This design comes from an exercise in tuning for small area, a short achievable clock period and few clock cycles on the open sky130 flow, not from production work.
No functional check of the RTL was part of any run shown here.
Power is estimated from default activity; no workload was simulated.

File: flow/flow/run.sh
#!/bin/bash
set -euo pipefail
bash standard.sh SETUP_SLACK_MARGIN=8 MATCH_CELL_FOOTPRINT=0 \
  "BUFFER_PORTS_ARGS=-buffer_cell sky130_fd_sc_hd__buf_4" finish > run_standard.log 2>&1
File: flow/standard.sh
#!/bin/bash
# synth_recipe.tcl (not shown) runs the flow's synth.tcl, then flattens the netlist and writes it again
# the make line also repeats each setting of config.mk as NAME=value (left out here)
make -C /OpenROAD-flow-scripts/flow DESIGN_CONFIG=/design/flow/config.mk WORK_HOME=/design/flow/orfs CLKGATE_MAP_FILE= SYNTH_SCRIPT=/design/flow/synth_recipe.tcl "${@:-finish}"
File: flow/config.mk
export PLATFORM = sky130hd
export DESIGN_NAME = cpu_core
export DESIGN_NICKNAME = cpu_core
export VERILOG_FILES = /design/flow/design.v
export SDC_FILE = /design/flow/constraint.sdc
export NUM_CORES = 8
export LEC_CHECK = 0
export CAP_MARGIN = 20
export CORE_MARGIN = 2
export CORE_UTILIZATION = 50
export PLACE_DENSITY = 0.65
export SETUP_SLACK_MARGIN = 5
export SLEW_MARGIN = 20
File: flow/constraint.sdc
create_clock -name core_clock -period 13.0 [get_ports {clk}]
set_input_delay 2.6000 -clock core_clock [delete_from_list [all_inputs] [get_ports {clk}]]
set_output_delay 2.6000 -clock core_clock [all_outputs]
set_load 0.01 [all_outputs]
File: flow/design.v
`timescale 1ns / 1ps
module bkadd #(parameter N = 32) (
    input  [N-1:0] a,
    input  [N-1:0] b,
    input          cin,
    output [N-1:0] s
);
    localparam L = $clog2(N);
    reg [N-1:0] G, P;
    integer i, lv, st;
    always @* begin
        G = a & b;
        P = a ^ b;
        G[0] = G[0] | (P[0] & cin);
        for (lv = 0; lv < L; lv = lv + 1) begin
            st = 1 << lv;
            for (i = 0; i < N; i = i + 1)
                if ((i % (2*st)) == 2*st-1) begin
                    G[i] = G[i] | (P[i] & G[i-st]);
                    P[i] = P[i] & P[i-st];
                end
        end
        for (lv = L-2; lv >= 0; lv = lv - 1) begin
            st = 1 << lv;
            for (i = 0; i < N; i = i + 1)
                if (i >= 3*st-1 && (i % (2*st)) == st-1) begin
                    G[i] = G[i] | (P[i] & G[i-st]);
                    P[i] = P[i] & P[i-st];
                end
        end
    end
    assign s = (a ^ b) ^ {G[N-2:0], cin};
endmodule
`timescale 1ns / 1ps
module md_unit(
    input             clk,
    input             rst_n,
    input             req,       
    input             is_mul,    
    input             uns,       
    input             hi,        
    input      [31:0] a,
    input      [31:0] b,
    input             hold,      
    output            done,
    output     [31:0] md_out
);
    localparam IDLE = 2'd0, SETUP = 2'd1, ITER = 2'd2, DONE = 2'd3;
    reg [1:0]  phase;
    reg [63:0] P;        
    reg [32:0] X;        
    reg [4:0]  cnt;
    reg        swp;      
    wire fast = (phase == IDLE) && !hold && (is_mul ? mzero : bz);
    assign done = (phase == DONE) || fast;
    wire [32:0] ax = {~uns & a[31], a};
    wire [32:0] bx = {~uns & b[31], b};
    wire        bz = (b == 32'b0);
    function [4:0] top_pair;    
        input [32:0] v;
        reg   [36:0] w;
        integer m;
        reg [3:0] idx;
        reg nz;
        begin
            w = {v[32], v[32], v[32], v, 1'b0};
            idx = 4'd0; nz = 1'b0;
            for (m = 0; m < 9; m = m + 1)
                if (!(w[4*m+4 -: 5] == 5'b00000 || w[4*m+4 -: 5] == 5'b11111)) begin
                    idx = m; nz = 1'b1;
                end
            top_pair = {nz, idx};
        end
    endfunction
    wire [4:0] ta = top_pair(ax);
    wire [4:0] tb = top_pair(bx);
    wire       mzero = (a == 32'b0) | bz;       
    wire       swap  = ta[3:0] < tb[3:0];      
    wire [32:0] x  = X;
    wire        first = (phase == IDLE);
    wire [32:0] yn = (first ? swap : swp) ? ax : bx;
    wire [3:0]  in = first ? (swap ? ta[3:0] : tb[3:0]) : (cnt[3:0] - 4'd1);
    wire [36:0] yw = {yn[32], yn[32], yn[32], yn, 1'b0};
    wire [4:0]  dwn = yw[{in, 2'b00} +: 5];
    reg  [4:0]  dw;
    function [34:0] brow;
        input [2:0]  t;
        input [32:0] xv;
        reg one, two, ng;
        reg [34:0] mag;
        begin
            one = t[1] ^ t[0];
            two = (t[2] & ~t[1] & ~t[0]) | (~t[2] & t[1] & t[0]);
            ng  = t[2] & ~(t[1] & t[0]);
            mag = one ? {xv[32], xv[32], xv} : (two ? {xv[32], xv, 1'b0} : 35'b0);
            brow = mag ^ {35{ng}};
        end
    endfunction
    wire        ng_lo = dw[2] & ~(dw[1] & dw[0]);
    wire        ng_hi = dw[4] & ~(dw[3] & dw[2]);
    wire [34:0] r_lo  = brow(dw[2:0], x);
    wire [34:0] r_hi  = brow(dw[4:2], x);
    wire [41:0] plow  = {2'b00, P[35:0], 1'b0, ng_hi, 1'b0, ng_lo}
                      + {{7{r_lo[34]}}, r_lo}
                      + {{5{r_hi[34]}}, r_hi, 2'b00};
    wire [23:0] p_up  = P[59:36];
    wire [23:0] p_inc = p_up + 24'd1;
    wire [23:0] p_dec = p_up - 24'd1;
    wire [23:0] pnup  = plow[41] ? p_dec : (plow[40] ? p_inc : p_up);
    wire [63:0] pnext = {pnup, plow[39:0]};
    wire        a_neg = ~uns & a[31];
    wire        b_neg = ~uns & b[31];
    wire [31:0] a_abs, b_abs;
    bkadd #(32) abs_a(.a(a ^ {32{a_neg}}), .b(32'b0), .cin(a_neg), .s(a_abs));
    bkadd #(32) abs_b(.a(b ^ {32{b_neg}}), .b(32'b0), .cin(b_neg), .s(b_abs));
    function [5:0] clz32;
        input [31:0] v;
        integer k;
        reg found;
        begin
            clz32 = 6'd32; found = 1'b0;
            for (k = 31; k >= 0; k = k - 1)
                if (!found && v[k]) begin
                    clz32 = 31 - k; found = 1'b1;
                end
        end
    endfunction
    wire [5:0]  zr = clz32(P[63:32]);
    wire [5:0]  zd = clz32(X[31:0]);
    wire [5:0]  kd = zd - zr;                  
    wire        dsmall = zd < zr;              
    wire [31:0] d_al = X[31:0] << kd[4:0];
    wire [32:0] diff;                
    bkadd #(33) sub_d(.a({1'b0, P[63:32]}), .b({1'b1, ~X[31:0]}), .cin(1'b1), .s(diff));
    always @(posedge clk) begin
        if (!rst_n) begin
            phase <= IDLE;
        end else begin
            case (phase)
                IDLE: if (req && !fast) begin
                    if (is_mul) begin
                        P   <= 64'b0;
                        swp <= swap;
                        X   <= swap ? bx : ax;
                        cnt <= {1'b0, swap ? ta[3:0] : tb[3:0]};
                        dw  <= dwn;
                        phase <= mzero ? DONE : ITER;
                    end else begin
                        P   <= {a_abs, bz ? 32'hFFFFFFFF : 32'b0};
                        X   <= {1'b0, b_abs};
                        phase <= bz ? DONE : SETUP;
                    end
                end
                SETUP: begin
                    X   <= {1'b0, d_al};
                    cnt <= kd[4:0];
                    phase <= dsmall ? DONE : ITER;
                end
                ITER: begin
                    if (is_mul) begin
                        P  <= pnext;
                        dw <= dwn;
                    end else begin
                        P[31:0] <= {P[30:0], ~diff[32]};
                        if (!diff[32]) P[63:32] <= diff[31:0];
                        X <= {2'b0, X[31:1]};
                    end
                    cnt <= cnt - 5'd1;
                    if (cnt == 5'd0) phase <= DONE;
                end
                default: phase <= IDLE;
            endcase
        end
    end
    wire neg = ~is_mul & (hi ? a_neg : ((a_neg ^ b_neg) & ~bz));
    wire [31:0] v = hi ? P[63:32] : P[31:0];
    wire [31:0] vn;
    bkadd #(32) neg_v(.a(v ^ {32{neg}}), .b(32'b0), .cin(neg), .s(vn));
    assign md_out = fast ? (is_mul ? 32'b0 : (hi ? a : 32'hFFFFFFFF)) : vn;
endmodule
`timescale 1ns / 1ps
module alu(
    input      [31:0] a,         
    input      [31:0] b,         
    input      [4:0]  sa,        
    input      [4:0]  rdf,       
    input             sub,       
    input             lsa,       
    input             slt_u,     
    input      [1:0]  lop,       
    input             sh_var,    
    input             sh_left,   
    input             sh_srca,   
    input             sh_ext,    
    input             sh_ins,    
    input      [1:0]  sh_fill,   
    input             sel_nez,   
    input             s_add,
    input             s_slt,
    input             s_log,
    input             s_sh,
    input             s_sel,
    input             s_imm,
    input             kill,
    output     [31:0] sum_out,   
    output     [31:0] result
);
    reg [31:0] a_add;
    always @* begin
        if (lsa)
            case (sa[1:0])
                2'd0: a_add = {a[30:0], 1'b0};
                2'd1: a_add = {a[29:0], 2'b0};
                2'd2: a_add = {a[28:0], 3'b0};
                default: a_add = {a[27:0], 4'b0};
            endcase
        else
            a_add = a;
    end
    wire [31:0] b_add = sub ? ~b : b;
    wire [32:0] sum   = {1'b0, a_add} + {1'b0, b_add} + {32'b0, sub};
    wire        lt    = slt_u ? ~sum[32] : ((a[31] ^ b[31]) ? a[31] : sum[31]);
    reg [31:0] lres;
    always @* begin
        case (lop)
            2'b00: lres = a & b;
            2'b01: lres = a | b;
            2'b10: lres = a ^ b;
            default: lres = ~(a | b);
        endcase
    end
    wire [31:0] rx  = sh_srca ? a : b;
    wire [4:0]  m   = sh_var ? a[4:0] : sa;
    wire [4:0]  mr  = sh_left ? ~m : m;
    wire [31:0] r0  = mr[0] ? {rx[0],     rx[31:1]}  : rx;
    wire [31:0] r1  = mr[1] ? {r0[1:0],   r0[31:2]}  : r0;
    wire [31:0] r2  = mr[2] ? {r1[3:0],   r1[31:4]}  : r1;
    wire [31:0] r3  = mr[3] ? {r2[7:0],   r2[31:8]}  : r2;
    wire [31:0] r4  = mr[4] ? {r3[15:0],  r3[31:16]} : r3;
    wire [31:0] rot = sh_left ? {r4[0], r4[31:1]} : r4;
    wire [4:0]  nm = ~m;
    reg  [31:0] tm, tr, tm_rev;
    integer i;
    always @* begin
        for (i = 0; i < 32; i = i + 1) begin
            tm[i] = (i <= nm);
            tr[i] = (i <= rdf);
        end
        for (i = 0; i < 32; i = i + 1)
            tm_rev[i] = tm[31 - i];
    end
    wire [31:0] mask = sh_ins ? (tr & tm_rev) : sh_ext ? tr : sh_left ? tm_rev : tm;
    reg         fbit;
    always @* begin
        case (sh_fill)
            2'b00: fbit = 1'b0;
            2'b01: fbit = b[31];
            2'b10: fbit = b[7];
            default: fbit = b[15];
        endcase
    end
    wire [31:0] fill = sh_ins ? b : {32{fbit}};
    wire [31:0] shres = (rot & mask) | (fill & ~mask);
    wire        bz   = (b == 32'b0);
    wire        selc = sel_nez ? ~bz : bz;
    assign sum_out = sum[31:0];
    assign result = ({32{s_add & ~kill}} & sum[31:0])
                  | ({32{s_slt & ~kill}} & {31'b0, lt})
                  | ({32{s_log & ~kill}} & lres)
                  | ({32{s_sh  & ~kill}} & shres)
                  | ({32{s_sel & ~kill & selc}} & a)
                  | ({32{s_imm & ~kill}} & b);
endmodule
`timescale 1ns / 1ps
module regfile(
    input             clk,
    input             rst_n,
    input             we,
    input      [4:0]  wa,
    input      [31:0] wd,
    input      [4:0]  ra1,
    input      [4:0]  ra2,
    output     [31:0] rd1,
    output     [31:0] rd2
);
    reg [31:0] r [1:31];
    wire [31:0] wdg = rst_n ? wd : 32'b0;
    integer i;
    always @(posedge clk) begin
        for (i = 1; i < 32; i = i + 1)
            if (!rst_n || (we && wa == i))
                r[i] <= wdg;
    end
    reg [31:0] o1, o2;
    always @* begin
        o1 = 32'b0; o2 = 32'b0;
        for (i = 1; i < 32; i = i + 1) begin
            o1 = o1 | ({32{ra1 == i}} & r[i]);
            o2 = o2 | ({32{ra2 == i}} & r[i]);
        end
    end
    assign rd1 = o1;
    assign rd2 = o2;
endmodule
`timescale 1ns / 1ps
module cpu_core(
    input           clk,
    input           rst_n,
    output [31:0]   imem_addr,
    input  [31:0]   imem_rdata,
    output [31:0]   dmem_addr,
    output          dmem_we,
    output [3:0]    dmem_wstrb,
    output [31:0]   dmem_wdata,
    input  [31:0]   dmem_rdata
);
    wire stall;              
    wire adv = ~stall;       
    reg  [31:0] pc;
    assign imem_addr = pc;
    wire [31:0] ins = imem_rdata;
    wire [5:0]  op  = ins[31:26];
    wire [4:0]  rs  = ins[25:21];
    wire [4:0]  rt  = ins[20:16];
    wire [4:0]  rd  = ins[15:11];
    wire [4:0]  sa  = ins[10:6];
    wire [5:0]  fn  = ins[5:0];
    wire R      = (op == 6'b000000);
    wire J      = (op[5:1] == 5'b00001);
    wire REGIMM = (op == 6'b000001);
    wire SP3    = (op == 6'b011111);
    wire nal_bal = REGIMM && (rt[4:1] == 4'b1000);
    wire bshfl  = SP3 && (fn == 6'b100000);
    reg wr_r, wr_i;
    always @* begin
        casez (fn)
            6'b000???: wr_r = 1'b1;
            6'b0010??: wr_r = 1'b1;
            6'b0110??: wr_r = 1'b1;
            6'b10????: wr_r = 1'b1;
            6'b1101?1: wr_r = 1'b1;
            default:   wr_r = 1'b0;
        endcase
        casez (op)
            6'b000011: wr_i = 1'b1;
            6'b001???: wr_i = 1'b1;
            6'b100???: wr_i = 1'b1;
            6'b011111: wr_i = 1'b1;
            default:   wr_i = 1'b0;
        endcase
    end
    wire [4:0] dst  = (R || bshfl) ? rd : ((op == 6'b000011 || nal_bal) ? 5'd31 : rt);
    wire       d_rw = ((R && wr_r) || wr_i || nal_bal) && (dst != 5'd0);
    wire d_load  = (op[5:3] == 3'b100);
    wire d_store = (op[5:2] == 4'b1010) || (op == 6'b101110) || (op[5:3] == 3'b111);
    wire d_set   = (op[5:1] == 5'b00101) || (R && fn[5:1] == 5'b10101);
    wire d_md    = R && (fn[5:2] == 4'b0110);
    wire d_ismul = ~fn[1];
    wire d_def   = (op[5:3] == 3'b001) || (R && fn[5:3] == 3'b100) || d_load || d_store;
    wire d_shift = R && (fn[5:3] == 3'b000);
    wire d_link  = (op == 6'b000011) || (R && fn == 6'b001001) || nal_bal;
    wire d_sel   = R && (fn == 6'b110101 || fn == 6'b110111);
    wire d_lsa   = R && (fn == 6'b000101);
    wire [2:0] dexe  = (d_load || d_store) ? 3'b001 : (R ? fn[2:0] : op[2:0]);
    wire d_aui   = (op == 6'b001111);
    wire d_logic = dexe[2] && !(dexe == 3'b111 && d_aui);
    wire s_slt = d_set;
    wire s_def = !d_set && !d_md && d_def;
    wire s_add = s_def && !d_logic;
    wire s_log = s_def && d_logic;
    wire s_shf = !d_set && !d_md && !d_def && d_shift;
    wire s_lnk = !d_set && !d_md && !d_def && !d_shift && d_link;
    wire br_or_above = d_set || d_md || d_def || d_shift || d_link
                     || (op[5:2] == 4'b0001) || (REGIMM && (rt == 5'b10001 || rt == 5'b00001));
    wire s_sp3 = !br_or_above && SP3;
    wire s_sel = !br_or_above && !SP3 && d_sel;
    wire sp3_ext = (fn == 6'b000000);
    wire sp3_ins = (fn == 6'b000100);
    wire sp3_seb = bshfl && (sa == 5'b10000);
    wire sp3_seh = bshfl && (sa == 5'b11000);
    wire x_add = s_add || (s_shf && d_lsa);
    wire x_sh  = (s_shf && !d_lsa && fn[1:0] != 2'b01) || (s_sp3 && (sp3_ext || sp3_ins || sp3_seb || sp3_seh));
    wire [31:0] pc4 = pc + 32'd4;
    wire [31:0] pc8 = pc + 32'd8;
    wire [31:0] sext = {{16{ins[15]}}, ins[15:0]};
    wire [31:0] zext = {16'b0, ins[15:0]};
    wire        alu_src = (op[5:3] == 3'b001) || op[5] || s_lnk;
    wire [31:0] d_imm = s_lnk ? pc8 :
                        d_aui ? {ins[15:0], 16'b0} :
                        (op[5:2] == 4'b0011) ? zext : sext;
    wire d_beq  = (op == 6'b000100);
    wire d_bne  = (op == 6'b000101);
    wire d_blez = (op == 6'b000110);
    wire d_bgtz = (op == 6'b000111);
    wire d_bgez = REGIMM && (rt == 5'b00001);
    wire d_jr   = R && (fn[5:1] == 5'b00100);
    wire d_jmp  = J || (REGIMM && rt == 5'b10001);    
    wire [31:0] br_target;
    bkadd #(32) tgt(.a(pc4), .b({sext[29:0], 2'b00}), .cin(1'b0), .s(br_target));
    wire [31:0] d_target = J ? {pc4[31:28], ins[25:0], 2'b00} : br_target;
    reg         m_rw;
    reg  [4:0]  m_dst;
    wire [31:0] m_wd;                 
    wire [31:0] rf1, rf2;
    regfile rf(
        .clk(clk), .rst_n(rst_n),
        .we(m_rw), .wa(m_dst), .wd(m_wd),
        .ra1(rs), .ra2(rt), .rd1(rf1), .rd2(rf2)
    );
    wire byp1 = m_rw && m_dst == rs;
    wire byp2 = m_rw && m_dst == rt;
    wire [31:0] rsv = byp1 ? m_wd : rf1;
    wire [31:0] rtv = byp2 ? m_wd : rf2;
    reg         ex_rw, ex_load, e_md;
    reg  [4:0]  ex_dst;
    wire fwa = ex_rw && ex_dst == rs;
    wire fwb = ex_rw && ex_dst == rt;
    wire [4:0]  rt_id  = (op == 6'b000011 || nal_bal) ? 5'd31 : rt;
    wire        ldh    = ex_load && ex_rw && !e_md;
    wire        bubble = ldh && (ex_dst == rs || ex_dst == rt_id)
                       && !(d_store && ex_dst == rt_id);
    wire        wrap   = (pc == 32'h00008000);
    wire        kill   = bubble;      
    reg [31:0] e_a, e_b;
    reg        e_fa, e_fb;
    reg        e_mul, e_uns, e_hi;
    always @(posedge clk) begin
        if (!rst_n) begin
            ex_rw <= 1'b0; ex_dst <= 5'd0; e_md <= 1'b0;
        end else if (adv) begin
            ex_rw <= d_rw && !kill; ex_dst <= dst; e_md <= d_md && !kill;
        end
    end
    always @(posedge clk) if (adv) begin
        e_a <= rsv;
        e_b <= alu_src ? d_imm : rtv;
        e_fa <= fwa;
        e_fb <= fwb && !alu_src;
        e_mul <= d_ismul; e_uns <= fn[0];
        e_hi <= d_ismul ? (sa != 5'd2) : (sa == 5'd3);
    end
    reg [31:0] e_target;              
    reg        e_fc;                  
    reg [4:0]  e_sa, e_rd;
    reg        e_sub, e_lsa, e_sltu, e_shvar, e_shleft, e_shsrca, e_shext, e_shins, e_selnez;
    reg [1:0]  e_fill, e_lop;
    reg        e_s_add, e_s_slt, e_s_log, e_s_sh, e_s_sel, e_s_imm;
    reg        e_beq, e_bne, e_blez, e_bgtz, e_bgez, e_jr, e_jmp, e_store;
    reg [2:0]  e_ltype;
    always @(posedge clk) begin
        if (!rst_n) begin
            ex_load <= 1'b0;
            e_beq <= 1'b0; e_bne <= 1'b0; e_blez <= 1'b0; e_bgtz <= 1'b0; e_bgez <= 1'b0;
            e_jr <= 1'b0; e_jmp <= 1'b0; e_store <= 1'b0;
        end else begin
            ex_load <= d_load && !kill;
            e_beq <= d_beq && !kill; e_bne <= d_bne && !kill; e_blez <= d_blez && !kill;
            e_bgtz <= d_bgtz && !kill; e_bgez <= d_bgez && !kill;
            e_jr <= d_jr && !kill; e_jmp <= d_jmp && !kill; e_store <= d_store && !kill;
        end
    end
    always @(posedge clk) begin
        e_target <= d_store ? rtv : d_target;
        e_fc <= fwb;
        e_sa <= bshfl ? 5'd0 : sa;
        e_rd <= sp3_seh ? 5'd15 : (sp3_seb ? 5'd7 : rd);
        e_sub <= (dexe[2:1] == 2'b01) || d_set;
        e_lsa <= d_lsa;
        e_sltu <= R ? fn[0] : op[0];
        e_shvar <= R && (fn[5:2] != 4'b0000);
        e_shleft <= R ? (fn[1:0] == 2'b00) : sp3_ins;
        e_shsrca <= !R && !bshfl;
        e_shext <= !R && (sp3_ext || bshfl);
        e_shins <= !R && sp3_ins;
        e_fill <= R ? {1'b0, fn[1:0] == 2'b11} : {bshfl, bshfl && sa[3]};
        e_selnez <= fn[1];
        e_lop <= dexe[1:0];
        e_s_add <= x_add; e_s_slt <= s_slt; e_s_log <= s_log; e_s_sh <= x_sh;
        e_s_sel <= s_sel; e_s_imm <= s_lnk;
        e_ltype <= op[2:0];
    end
    reg  [31:0] m_res;
    wire [31:0] A  = e_fa ? m_res : e_a;
    wire [31:0] B  = e_fb ? m_res : e_b;
    wire [31:0] SD = e_fc ? m_wd : e_target;
    wire        md_done;
    wire [31:0] md_out;
    md_unit md(
        .clk(clk), .rst_n(rst_n),
        .req(e_md), .is_mul(e_mul), .uns(e_uns), .hi(e_hi),
        .a(A), .b(B), .hold(wrap),
        .done(md_done), .md_out(md_out)
    );
    assign stall = e_md && !md_done;
    wire [31:0] alu_out, addr;
    alu alu0(
        .a(A), .b(B), .sa(e_sa), .rdf(e_rd),
        .sub(e_sub), .lsa(e_lsa), .slt_u(e_sltu), .lop(e_lop),
        .sh_var(e_shvar), .sh_left(e_shleft), .sh_srca(e_shsrca), .sh_ext(e_shext),
        .sh_ins(e_shins), .sh_fill(e_fill), .sel_nez(e_selnez),
        .s_add(e_s_add), .s_slt(e_s_slt), .s_log(e_s_log), .s_sh(e_s_sh),
        .s_sel(e_s_sel), .s_imm(e_s_imm), .kill(e_md),
        .sum_out(addr), .result(alu_out)
    );
    wire [31:0] e_res = ({32{e_md}} & md_out) | alu_out;
    wire a_zero = (A == 32'b0);
    wire eq     = (A == B);
    wire taken  = !e_md && (e_jmp || e_jr
               || (e_beq && eq) || (e_bne && !eq)
               || (e_blez && (A[31] || a_zero))
               || (e_bgtz && !A[31] && !a_zero)
               || (e_bgez && !A[31]));
    wire [31:0] jtarget = e_jr ? A : e_target;
    always @(posedge clk) begin
        if (!rst_n)
            pc <= 32'hFFFFE000;
        else if (wrap)
            pc <= 32'hFFFFE000;
        else if (adv && !bubble)
            pc <= taken ? jtarget : pc4;
    end
    reg        m_load, m_store;
    reg [31:0] m_sd;
    reg [2:0]  m_ltype;
    always @(posedge clk) begin
        if (!rst_n) begin
            m_rw <= 1'b0; m_load <= 1'b0; m_store <= 1'b0;
        end else if (adv) begin
            m_rw <= ex_rw; m_load <= ex_load && !e_md; m_store <= e_store && !e_md;
        end
    end
    always @(posedge clk) if (adv) begin
        m_dst <= ex_dst; m_res <= e_res; m_sd <= SD; m_ltype <= e_ltype;
    end
    reg  [3:0]  strb;
    reg  [31:0] wword;
    always @* begin
        casez ({m_ltype[1:0], m_res[1:0]})
            4'b0000: begin strb = 4'b0001; wword = {24'b0, m_sd[7:0]};        end
            4'b0001: begin strb = 4'b0010; wword = {16'b0, m_sd[7:0], 8'b0};  end
            4'b0010: begin strb = 4'b0100; wword = {8'b0, m_sd[7:0], 16'b0};  end
            4'b0011: begin strb = 4'b1000; wword = {m_sd[7:0], 24'b0};        end
            4'b010?: begin strb = 4'b0011; wword = {16'b0, m_sd[15:0]};       end
            4'b011?: begin strb = 4'b1100; wword = {m_sd[15:0], 16'b0};       end
            4'b11??: begin strb = 4'b1111; wword = m_sd;                      end
            default: begin strb = 4'b0000; wword = 32'b0;                     end
        endcase
    end
    assign dmem_addr  = m_res;
    assign dmem_we    = m_store;
    assign dmem_wstrb = strb;
    assign dmem_wdata = wword;
    wire [7:0]  lbyte = m_res[1] ? (m_res[0] ? dmem_rdata[31:24] : dmem_rdata[23:16])
                                 : (m_res[0] ? dmem_rdata[15:8]  : dmem_rdata[7:0]);
    wire [15:0] lhalf = m_res[1] ? dmem_rdata[31:16] : dmem_rdata[15:0];
    reg  [31:0] ldata;
    always @* begin
        case (m_ltype)
            3'b000:  ldata = {{24{lbyte[7]}}, lbyte};
            3'b001:  ldata = {{16{lhalf[15]}}, lhalf};
            3'b100:  ldata = {24'b0, lbyte};
            3'b101:  ldata = {16'b0, lhalf};
            default: ldata = dmem_rdata;
        endcase
    end
    assign m_wd = m_load ? ldata : m_res;
endmodule
==> results of run 1 <==
[cells in the mapped netlist, types with 70 or more instances]
| cell type | instances |
|---|---|
| sky130_fd_sc_hd__xnor2_1 | 272 |
| sky130_fd_sc_hd__a21o_1 | 73 |
| sky130_fd_sc_hd__a22o_1 | 231 |
| sky130_fd_sc_hd__mux4_2 | 90 |
| sky130_fd_sc_hd__clkbuf_1 | 588 |
| sky130_fd_sc_hd__dfxtp_1 | 118 |
| sky130_fd_sc_hd__a222oi_1 | 93 |
| sky130_fd_sc_hd__mux2i_1 | 252 |
| sky130_fd_sc_hd__nand3_1 | 223 |
| sky130_fd_sc_hd__xor2_1 | 143 |
| sky130_fd_sc_hd__nand2_1 | 627 |
| sky130_fd_sc_hd__o21ai_0 | 507 |
| sky130_fd_sc_hd__nor3_1 | 177 |
| sky130_fd_sc_hd__ha_1 | 267 |
| sky130_fd_sc_hd__o22ai_1 | 77 |
| sky130_fd_sc_hd__fa_1 | 70 |
| sky130_fd_sc_hd__nor2_1 | 658 |
| sky130_fd_sc_hd__buf_1 | 78 |
| sky130_fd_sc_hd__inv_1 | 264 |
| sky130_fd_sc_hd__a211oi_1 | 112 |
| sky130_fd_sc_hd__nand4_1 | 180 |
| sky130_fd_sc_hd__a221oi_1 | 287 |
| sky130_fd_sc_hd__o211ai_1 | 76 |
| sky130_fd_sc_hd__edfxtp_1 | 1241 |
| sky130_fd_sc_hd__a22oi_1 | 463 |
| sky130_fd_sc_hd__a21oi_1 | 528 |
[critical path, cell delays in order (launching register included)]
cell                        delay, ns
sky130_fd_sc_hd__edfxtp_1        0.40
sky130_fd_sc_hd__buf_6           0.17
sky130_fd_sc_hd__buf_6           0.13
sky130_fd_sc_hd__buf_6           0.11
sky130_fd_sc_hd__and3b_2         0.24
sky130_fd_sc_hd__buf_12          0.14
sky130_fd_sc_hd__o21ba_4         0.22
sky130_fd_sc_hd__buf_4           0.18
sky130_fd_sc_hd__buf_4           0.15
sky130_fd_sc_hd__a22oi_2         0.13
sky130_fd_sc_hd__xnor2_1         0.12
sky130_fd_sc_hd__fa_2            0.37
sky130_fd_sc_hd__ha_2            0.20
sky130_fd_sc_hd__a21o_1          0.17
sky130_fd_sc_hd__a21o_1          0.18
sky130_fd_sc_hd__a21oi_1         0.14
sky130_fd_sc_hd__o21ai_0         0.11
sky130_fd_sc_hd__a21oi_1         0.24
sky130_fd_sc_hd__o21bai_2        0.13
sky130_fd_sc_hd__o41ai_4         0.40
sky130_fd_sc_hd__a41oi_4         0.07
sky130_fd_sc_hd__buf_12          0.17
sky130_fd_sc_hd__buf_12          0.12
sky130_fd_sc_hd__a211oi_4        0.38
sky130_fd_sc_hd__clkbuf_16       0.24
sky130_fd_sc_hd__nand2_4         0.05
sky130_fd_sc_hd__mux2i_1         0.20
sky130_fd_sc_hd__nand3_1         0.10
[power breakdown]
| part | switching, mW | total, mW | internal (mW) |
|---|---|---|---|
| clock | 2.00 | 4.67 | 2.67 |
| combinational | 3.74 | 5.77 | 2.03 |
| sequential | 0.508 | 5.99 | 5.48 |
| total | 6.25 | 16.4 | 10.2 |
[per-stage QoR]
stage / utilization (%) / cell area (um2) / power [mW] / std cells / setup WS, ns
6_report: 61.1 / 105000 / 16.4 / 11300 / 7.46
3_5_place_dp: 53.6 / 92100 / 10.5 / 10600 / 6.02
3_3_place_gp: 53.6 / 92100 / 10.5 / 10600 / 6.07
4_1_cts: 59.1 / 102000 / 15.6 / 11000 / 7.48
5_1_grt: 61.1 / 105000 / 16.6 / 11300 / 7.26
2_1_floorplan: - / 87300 / 8.49 / 8461 / 7.30
[worst paths after layout]
kind                                        endpoint  slack, ns  depth (start not counted)
worst max-delay path              md.P[58]$_DFFE_PP_       7.46                         27
worst min-delay path            m_ltype[0]$_DFFE_PN_       0.41                          0
worst max register to register    md.P[58]$_DFFE_PP_       7.46                         27
worst min register to register  m_ltype[0]$_DFFE_PN_       0.41                          0
[cell usage in the layout (no fill, tap or decap), types with 76 or more instances in the layout]
cell / synthesis / routed
sky130_fd_sc_hd__edfxtp_1: 1241 / 1241
sky130_fd_sc_hd__buf_4: 5 / 712
sky130_fd_sc_hd__nand2_1: 627 / 598
sky130_fd_sc_hd__nor2_1: 658 / 567
sky130_fd_sc_hd__a21oi_1: 528 / 464
sky130_fd_sc_hd__a22oi_1: 463 / 444
sky130_fd_sc_hd__o21ai_0: 507 / 387
sky130_fd_sc_hd__a221oi_1: 287 / 256
sky130_fd_sc_hd__xnor2_1: 272 / 254
sky130_fd_sc_hd__inv_1: 264 / 244
sky130_fd_sc_hd__a22o_1: 231 / 228
sky130_fd_sc_hd__ha_1: 267 / 228
sky130_fd_sc_hd__mux2i_1: 252 / 205
sky130_fd_sc_hd__nand3_1: 223 / 197
sky130_fd_sc_hd__nand4_1: 180 / 180
sky130_fd_sc_hd__clkbuf_16: 0 / 168
sky130_fd_sc_hd__xor2_1: 143 / 136
sky130_fd_sc_hd__nor3_1: 177 / 127
sky130_fd_sc_hd__buf_6: 7 / 110
sky130_fd_sc_hd__dfxtp_1: 118 / 99
sky130_fd_sc_hd__a222oi_1: 93 / 93
sky130_fd_sc_hd__a211oi_1: 112 / 92
sky130_fd_sc_hd__mux4_2: 90 / 90
sky130_fd_sc_hd__nor2_4: 0 / 76
sky130_fd_sc_hd__o211ai_1: 76 / 76
[what timing repair did]
item / 4_1_cts / 5_1_grt
endpoints found under the setup margin: 491 / 378
cloned: 22 / 10
resized for setup: 526 / 396
buffers inserted: 190 / 193
pin swaps: 192 / 159
[registers in the layout (all words and copies together), names as in the netlist, 2 cells and up]
register / flops
e_rd: 5
rf.r: 992
e_fill: 2
pc: 32
m_ltype: 3
md.cnt: 5
md.dw: 5
m_res: 32
m_sd: 32
e_a: 32
ex_dst: 5
md.phase: 2
e_b: 32
e_ltype: 3
md.X: 33
e_sa: 5
e_lop: 2
m_dst: 5
e_target: 32
md.P: 64
[metal layers]
metal / up-vias / GRT usage (%) / share of wire (%)
li1: 33700 / - / -
met1: 41900 / 62.8 / 32
met2: 9663 / 70.3 / 39
met3: 2950 / 21.9 / 17
met4: 30 / 42.4 / 11
met5: - / 1.03 / 0.12
[logic make-up (layout without fill, tap and decap cells)]
family | Yosys count | after routing | synth area share [%]
AOI/OAI and AO/OA | 2750 | 2752 | 22.1
and+or+nand+nor | 2208 | 2221 | 11.9
DFF | 1359 | 1359 | 45.7
buffers and inverters | 974 | 1441 | 4.33
muxes | 417 | 417 | 6.30
xor gates and xnor gates | 416 | 416 | 4.22
adders and majority gates | 337 | 337 | 5.47
other | 0 | 28 | 0
[area by class of cell]
class	instances	area [um2]
Fill cell	14100	66800
Timing Repair Buffer	888	7930
Clock inverter	101	1330
Inverter	278	1120
Sequential cell	1359	39700
Clock buffer	173	3940
Tap cell	2310	2890
Timing Repair inverter	1	5.00
Multi-Input combinational cell	6143	48200
Antenna cell	28	70.1
==> insert_results.sql, run 1 <==
INSERT INTO impl_metrics (metric_group, metric, value, unit) VALUES
('outcome', 'status', 'finished clean', ''),
('route', 'drt_iter0_markers', '20400', ''),
('cts', 'cts_buffer_depth', '3', ''),
('sta', 'rsz0062_at_grt', 'yes', ''),
('synth', 'post_synthesis_instance_area', '86700', 'um2'),
('worst_setup_path', 'crit_start', 'md.dw[1]$_DFFE_PP_', ''),
('sta', 'setup-tns-final', '0', 'ns'),
('synth', 'avgSynthCellArea', '10.2', 'um2'),
('route', 'detailroute.via_count', '88200', ''),
('worst_setup_path', 'setup.worst_path.class', 'reg -> reg', ''),
('synth', 'yosysTopAreaCell', 'sky130_fd_sc_hd__edfxtp_1', ''),
('cts', 'cts_inserted_buffers', '149', ''),
('synth', 'synthesis.nets', '8864', ''),
('route', 'viasPerCell', '7.82', ''),
('synth', 'netlist_top_cells_area', 'sky130_fd_sc_hd__edfxtp_1 43%, sky130_fd_sc_hd__a22oi_1 4.0%, sky130_fd_sc_hd__ha_1 3.9%', ''),
('place', 'final_replace_weighted_congestion', '1.13', ''),
('cts', 'clk_transition_reported_paths', '0.08', 'ns'),
('floorplanning', 'floorplan.core_area', '172000', 'um2'),
('sta', 'fin_worst_skew', '0.0659', 'ns'),
('synth', 'post_synth_inst_count', '8461', ''),
('global_routing', 'grt_antenna_before_repair', '28', ''),
('worst_setup_path', 'worst_setup_path_end_kind', 'flip-flop', ''),
('sta', 'period_needed', '5.54', 'ns'),
('floorplanning', 'rows', '152', ''),
('floorplanning', 'start_util', '50.4', '%'),
('synth', 'ys_seq_elements', '1359', ''),
('route', 'drc', '0', ''),
('floorplanning', 'die_area', '177000', 'um2'),
('final_layout', 'layout-drive-gt1-share', '23.2', '%'),
('final_layout', 'flow.area_growth_from_synthesis', '21.3', '%'),
('synth', 'synth-async-reset-ratio', '0', '%'),
('power', 'p_per_area', '156', 'nW/um2'),
('worst_setup_path', 'largest_fanout_of_any_net_on_the_critical_path', '6', ''),
('place', 'io_buffers', '166', ''),
('power', 'ir_drop', '146', 'uV'),
('global_routing', 'grt_pass1_vias', '80500', ''),
('worst_setup_path', 'cp.required', '13.55', 'ns'),
('cts', 'worst_skew_pair.late_latency', '0.85', 'ns'),
('worst_setup_path', 'worstSetupStartpointType', 'flip-flop', ''),
('route', 'average_wire_per_standard_cell', '42.0', 'um'),
('run', 'drv.max_cap_violation_count', '0', ''),
('floorplanning', 'ios', '167', ''),
('sta', 'slew_viol_final', '0', ''),
('cts', 'cts_root_buf', 'sky130_fd_sc_hd__clkbuf_16', ''),
('synth', 'synth-main-ff-cell', 'sky130_fd_sc_hd__edfxtp_1', ''),
('cts', 'cts-hold-fix-buffers', '0', ''),
('worst_setup_path', 'cp.arrival', '6.09', 'ns'),
('power', 'total_leakage_power', '39.0', 'nW'),
('route', 'drtPass1Iterations', '13', ''),
('floorplanning', 'chipWidth', '420', 'um'),
('global_routing', 'grt_overflow', '0', ''),
('synth', 'netlist.area_leader.share', '43.0', '%'),
('final_layout', 'design.final.nets', '9223', ''),
('sta', 'worst_hold_slack', '0.413', 'ns'),
('cts', 'htree_num_levels', '4', ''),
('global_routing', 'grt_first_pass_wirelength', '636', 'mm'),
('floorplanning', 'die_h', '420', 'um'),
('synth', 'synth_enable_flop_cells', '1241', ''),
('cts', 'tritoncts', 'done', ''),
('sta', 'hold_viol_final', '0', ''),
('global_routing', 'grt_resource_usage_total', '51.5', '%'),
('synth', 'yosysWarnings', '7', ''),
('global_routing', 'grt_start_max_net_pins', '117', ''),
('route', 'final_antenna_net_count', '0', ''),
('sta', 'timing.fmax', '180', 'MHz'),
('route', 'totalWireLength', '474', 'mm'),
('worst_setup_path', 'crit-reg2reg-launch', 'md.dw[1]$_DFFE_PP_', ''),
('worst_hold_path', 'hp-start', 'e_ltype[0]$_DFF_P_', ''),
('place', 'detailed_place_hpwl', '297', 'mm'),
('sta', 'timing.final.crit_share', '42.6', '%'),
('sta', 'setup_viol', '0', ''),
('synth', 'synth_cell_types', '104', ''),
('synth', 'synth_seq_area_share', '45.7', '%'),
('cts', 'clock_sink_count', '1359', ''),
('sta', 'timing.max_slew.rel_slack', '5.31', '%'),
('sta', 'max_slew.worst_pin.slew', '1.41', 'ns'),
('worst_hold_path', 'hold_path_class', 'reg -> reg', '');
==> run 2: changes to the inputs <==
==> flow/flow/run.sh (replaced) <==
#!/bin/bash
set -euo pipefail
bash standard.sh SETUP_SLACK_MARGIN=7.3 MATCH_CELL_FOOTPRINT=0 \
  "BUFFER_PORTS_ARGS=-buffer_cell sky130_fd_sc_hd__buf_2" finish > run_standard.log 2>&1
--- a/flow/config.mk
+++ b/flow/config.mk
@@ -6,8 +6,9 @@
 export NUM_CORES = 8
 export LEC_CHECK = 0
-export CAP_MARGIN = 20
+export CAP_MARGIN = 5
 export CORE_MARGIN = 2
 export CORE_UTILIZATION = 50
+export CTS_BUF_LIST = sky130_fd_sc_hd__clkbuf_4 sky130_fd_sc_hd__clkbuf_8
 export PLACE_DENSITY = 0.65
 export SETUP_SLACK_MARGIN = 5
-export SLEW_MARGIN = 20
+export SLEW_MARGIN = 5
==> run 2 against run 1 <==
Largest cell class unchanged. Clock-buffer cell count up 125. Critical path depth decreased by 15. Non-clock buffer count is 274 lower. Largest power group unchanged. Clock skew is 0.0066 ns higher. Highest routed layer unchanged. The layout now fails its checks (max-capacitance violations, max-slew violations). Combinational power is 13% lower.
==> insert_results.sql, run 2 <==
INSERT INTO impl_metrics (metric_group, metric, value, unit) VALUES
('cts', 'clock_sink_count', '1359', ''),
('global_routing', 'grt_pass1_vias', '78800', ''),
('floorplanning', 'die_h', '420', 'um'),
('place', 'final_replace_weighted_congestion', '1.07', ''),
('synth', 'avgSynthCellArea', '10.2', 'um2'),
('cts', 'cts_inserted_buffers', '224', ''),
('sta', 'period_needed', '6.02', 'ns'),
('run', 'drv.max_cap_violation_count', '1', ''),
('worst_hold_path', 'hold_path_class', 'reg -> reg', ''),
('synth', 'synth-async-reset-ratio', '0', '%'),
('route', 'viasPerCell', '7.78', ''),
('synth', 'post_synth_inst_count', '8461', ''),
('sta', 'hold_viol_final', '0', ''),
('final_layout', 'largestRegisters', 'rf.r (992), md.P (64), md.X (33)', ''),
('route', 'detailroute.via_count', '86500', ''),
('synth', 'synth_enable_flop_cells', '1241', ''),
('outcome', 'status', 'failed layout checks', ''),
('synth', 'netlist_top_cells_area', 'sky130_fd_sc_hd__edfxtp_1 43%, sky130_fd_sc_hd__a22oi_1 4.0%, sky130_fd_sc_hd__ha_1 3.9%', ''),
('synth', 'ys_seq_elements', '1359', ''),
('final_layout', 'layout.core_utilization', '57.3', '%'),
('worst_setup_path', 'timing.reg2reg.setup_slack', '7.24', 'ns'),
('route', 'drt_iter0_markers', '19200', ''),
('route', 'average_wire_per_standard_cell', '42.5', 'um'),
('worst_setup_path', 'crit-reg2reg-launch', 'e_fb$_DFFE_PN_', ''),
('synth', 'synth-main-ff-cell', 'sky130_fd_sc_hd__edfxtp_1', ''),
('worst_setup_path', 'cp.required', '13.67', 'ns'),
('global_routing', 'grt_overflow', '0', ''),
('cts', 'cts-hold-fix-buffers', '0', ''),
('worst_setup_path', 'worst_setup_path_end_kind', 'flip-flop', ''),
('final_layout', 'flow.area_growth_from_synthesis', '13.7', '%'),
('global_routing', 'grt_start_max_net_pins', '84', ''),
('synth', 'yosysWarnings', '7', ''),
('sta', 'setup_viol', '0', ''),
('global_routing', 'grt_first_pass_wirelength', '635', 'mm'),
('global_routing', 'grt_antenna_before_repair', '39', ''),
('cts', 'clk_transition_reported_paths', '0.06', 'ns'),
('synth', 'synthesis.nets', '8864', ''),
('outcome', 'failed_layout_checks', 'max-capacitance violations, max-slew violations', ''),
('worst_setup_path', 'worstSetupEndpoint', 'e_b[24]$_DFFE_PN_', ''),
('worst_setup_path', 'setup.worst_path.class', 'in -> reg', ''),
('floorplanning', 'ios', '167', ''),
('route', 'totalWireLength', '473', 'mm'),
('worst_setup_path', 'cp.arrival', '6.69', 'ns'),
('synth', 'synth_commonest_cells', '1,241 x sky130_fd_sc_hd__edfxtp_1, 658 x sky130_fd_sc_hd__nor2_1, 627 x sky130_fd_sc_hd__nand2_1', ''),
('cts', 'htree_num_levels', '4', ''),
('floorplanning', 'chipWidth', '420', 'um'),
('place', 'io_buffers', '166', ''),
('worst_setup_path', 'worstSetupStartpointType', 'primary input', ''),
('synth', 'yosysTopAreaCell', 'sky130_fd_sc_hd__edfxtp_1', ''),
('cts', 'tritoncts', 'done', ''),
('place', 'detailed_place_hpwl', '297', 'mm'),
('synth', 'netlist.area_leader.share', '43.0', '%'),
('sta', 'slew_viol_final', '2', ''),
('sta', 'timing.max_slew.rel_slack', '-7.02', '%'),
('final_layout', 'layout_commonest_cell', 'sky130_fd_sc_hd__edfxtp_1', ''),
('final_layout', 'largest_register_ff_count', '992', ''),
('place', 'place.detailed.instances', '10600', ''),
('synth', 'synth_cell_types', '104', ''),
('floorplanning', 'floorplan.core_area', '172000', 'um2'),
('cts', 'cts_buffer_depth', '3', ''),
('floorplanning', 'rows', '152', ''),
('synth', 'post_synthesis_instance_area', '86700', 'um2'),
('worst_setup_path', 'largest_fanout_of_any_net_on_the_critical_path', '18', ''),
('sta', 'timing.fmax', '166', 'MHz'),
('final_layout', 'design.final.nets', '9015', ''),
('route', 'drc', '0', ''),
('worst_setup_path', 'rr_worst_depth', '16', ''),
('floorplanning', 'die_area', '177000', 'um2'),
('worst_setup_path', 'crit_start', 'imem_rdata[16]', ''),
('power', 'ir_drop', '116', 'uV'),
('final_layout', 'layout-drive-gt1-share', '17.5', '%'),
('route', 'final_antenna_net_count', '0', ''),
('sta', 'fin_worst_skew', '0.0725', 'ns'),
('sta', 'rsz0062_at_grt', 'yes', ''),
('synth', 'synthMostInstantiatedCell', 'sky130_fd_sc_hd__edfxtp_1', ''),
('sta', 'setup-tns-final', '0', 'ns'),
('global_routing', 'grt_resource_usage_total', '51.7', '%'),
('power', 'total_leakage_power', '36.6', 'nW'),
('cts', 'cts_root_buf', 'sky130_fd_sc_hd__clkbuf_8', ''),
('sta', 'max_slew.worst_pin.slew', '1.59', 'ns'),
('sta', 'timing.final.crit_share', '46.3', '%'),
('final_layout', 'fill_count', '14900', ''),
('synth', 'synth_seq_area_share', '45.7', '%'),
('final_layout', 'final_cells', '11100', ''),
('cts', 'worst_skew_pair.late_latency', '1.02', 'ns'),
('final_layout', 'registers.top_by_ff_count', 'rf.r', ''),
('power', 'p_per_area', '153', 'nW/um2'),
('final_layout', 'mostFrequentLayoutCells', '1,241 x sky130_fd_sc_hd__edfxtp_1, 620 x sky130_fd_sc_hd__nand2_1, 585 x sky130_fd_sc_hd__nor2_1', ''),
('route', 'drtPass1Iterations', '14', ''),
('worst_setup_path', 'regToRegEndpoint', 'm_res[4]$_DFFE_PN_', ''),
('floorplanning', 'start_util', '50.4', '%');
[run 2: what timing repair did]
item                       in CTS  in global routing
resized for setup             104                145
gates cloned                    6                  8
hold endpoints to repair        0                  0
setup endpoints to repair     177                153
pin swaps                      22                 66
setup buffers                  58                 48
[run 2: metal layers]
metal  part of all wire (%)  global-route usage [%]  routed length, um  up-vias
met3                     16                    20.5              77300     2589
li1                       -                       -                  -    33300
met4                     10                    40.6              48800       40
met2                     40                    71.2             187000     9148
met1                     34                    64.3             159000    41500
met5                  0.073                       0                345        -
[run 2: stage by stage]
step,cell area [um2],setup slack [ns],power (mW),hold WS (ns)
final,98500,6.98,15.1,0.407
after floorplan,86800,7.26,8.47,0.386
after global placement,91500,5.77,10.5,0.387
after global routing,98500,7.22,15.3,0.411
after CTS,97300,7.29,14.6,0.406
after detailed placement,91500,5.63,10.5,0.397
[run 2: final cells by class]
cell class	instances	area [um2]	share of cell area [%]
clock inverter	110	1020	1.03
antenna	23	57.6	0.0584
sequential	1359	39600	40.2
clock buffer	298	3710	3.76
tap	2310	2890	2.93
inverter	278	1090	1.11
multi-input combinational	6135	45500	46.2
timing repair buffer	614	4580	4.65
[run 2: how the worst min path moves through the flow]
stage,endpoint,cells after the start,from
global placement,m_ltype[1]$_DFFE_PN_,0,e_ltype[1]$_DFF_P_
detailed placement,m_ltype[0]$_DFFE_PN_,0,e_ltype[0]$_DFF_P_
CTS,m_ltype[2]$_DFFE_PN_,0,e_ltype[2]$_DFF_P_
finish,m_ltype[2]$_DFFE_PN_,0,e_ltype[2]$_DFF_P_
floorplan,m_ltype[0]$_DFFE_PN_,0,e_ltype[0]$_DFF_P_
global route,m_ltype[2]$_DFFE_PN_,0,e_ltype[2]$_DFF_P_
[run 2: worst max-delay path, stage by stage]
cell and delay (ns):
sky130_fd_sc_hd__buf_2 0.43, sky130_fd_sc_hd__or2_2 0.43, sky130_fd_sc_hd__nor2_4 0.06, sky130_fd_sc_hd__buf_4 0.33
sky130_fd_sc_hd__buf_4 0.38, sky130_fd_sc_hd__a22o_1 0.29, sky130_fd_sc_hd__a221oi_1 0.24, sky130_fd_sc_hd__nand4_1 0.16
sky130_fd_sc_hd__nor3_1 0.32, sky130_fd_sc_hd__nand3_1 0.67, sky130_fd_sc_hd__o21ai_0 0.44, sky130_fd_sc_hd__o21ai_0 0.28
[run 2: cells by family after synthesis]
family	share of synthesized area, %
AO/OA/AOI/OAI	22.1
AND/OR/NAND/NOR	11.9
flip-flops	45.7
buffers and inverters	4.33
multiplexers	6.30
XOR/XNOR	4.22
adder cells (fa/ha/maj)	5.47
[run 2: where the power goes]
part | total [mW] | internal [mW] | switching (mW)
clock | 4.09 | 2.15 | 1.94
sequential | 5.98 | 5.48 | 0.495
combinational | 5.01 | 1.57 | 3.44

port drivers added, routing unchanged:
The flow's constraints put no driver on any port. The routed layouts listed below were extracted and timed again, unchanged, in two steps.
Step 1 sets driving cells, clkbuf_16 on the clock port and buf_2 on the other inputs (assumed; they add their load-dependent delay and slew).
Step 2 adds t to the input delays and takes it off the output delays; t is the mean of the earliest and latest rising clock arrival at the registers after step 1. Input paths then give back, and output paths get back, about the clock's delay inside the block.
a / b / c = ideal / step 1 / step 2; a / b = the first two.
run | t (ns) | setup slack, ns | worst setup path at the end
run 1 | 0.915 | 7.459 / 7.459 / 6.711 | input to register
run 2 | 1.081 | 6.982 / 7.052 / 5.971 | input to register
For run 2, which loses most, drivers alone change the setup slack by +0.070 ns; drivers and shift together by -1.011 ns.
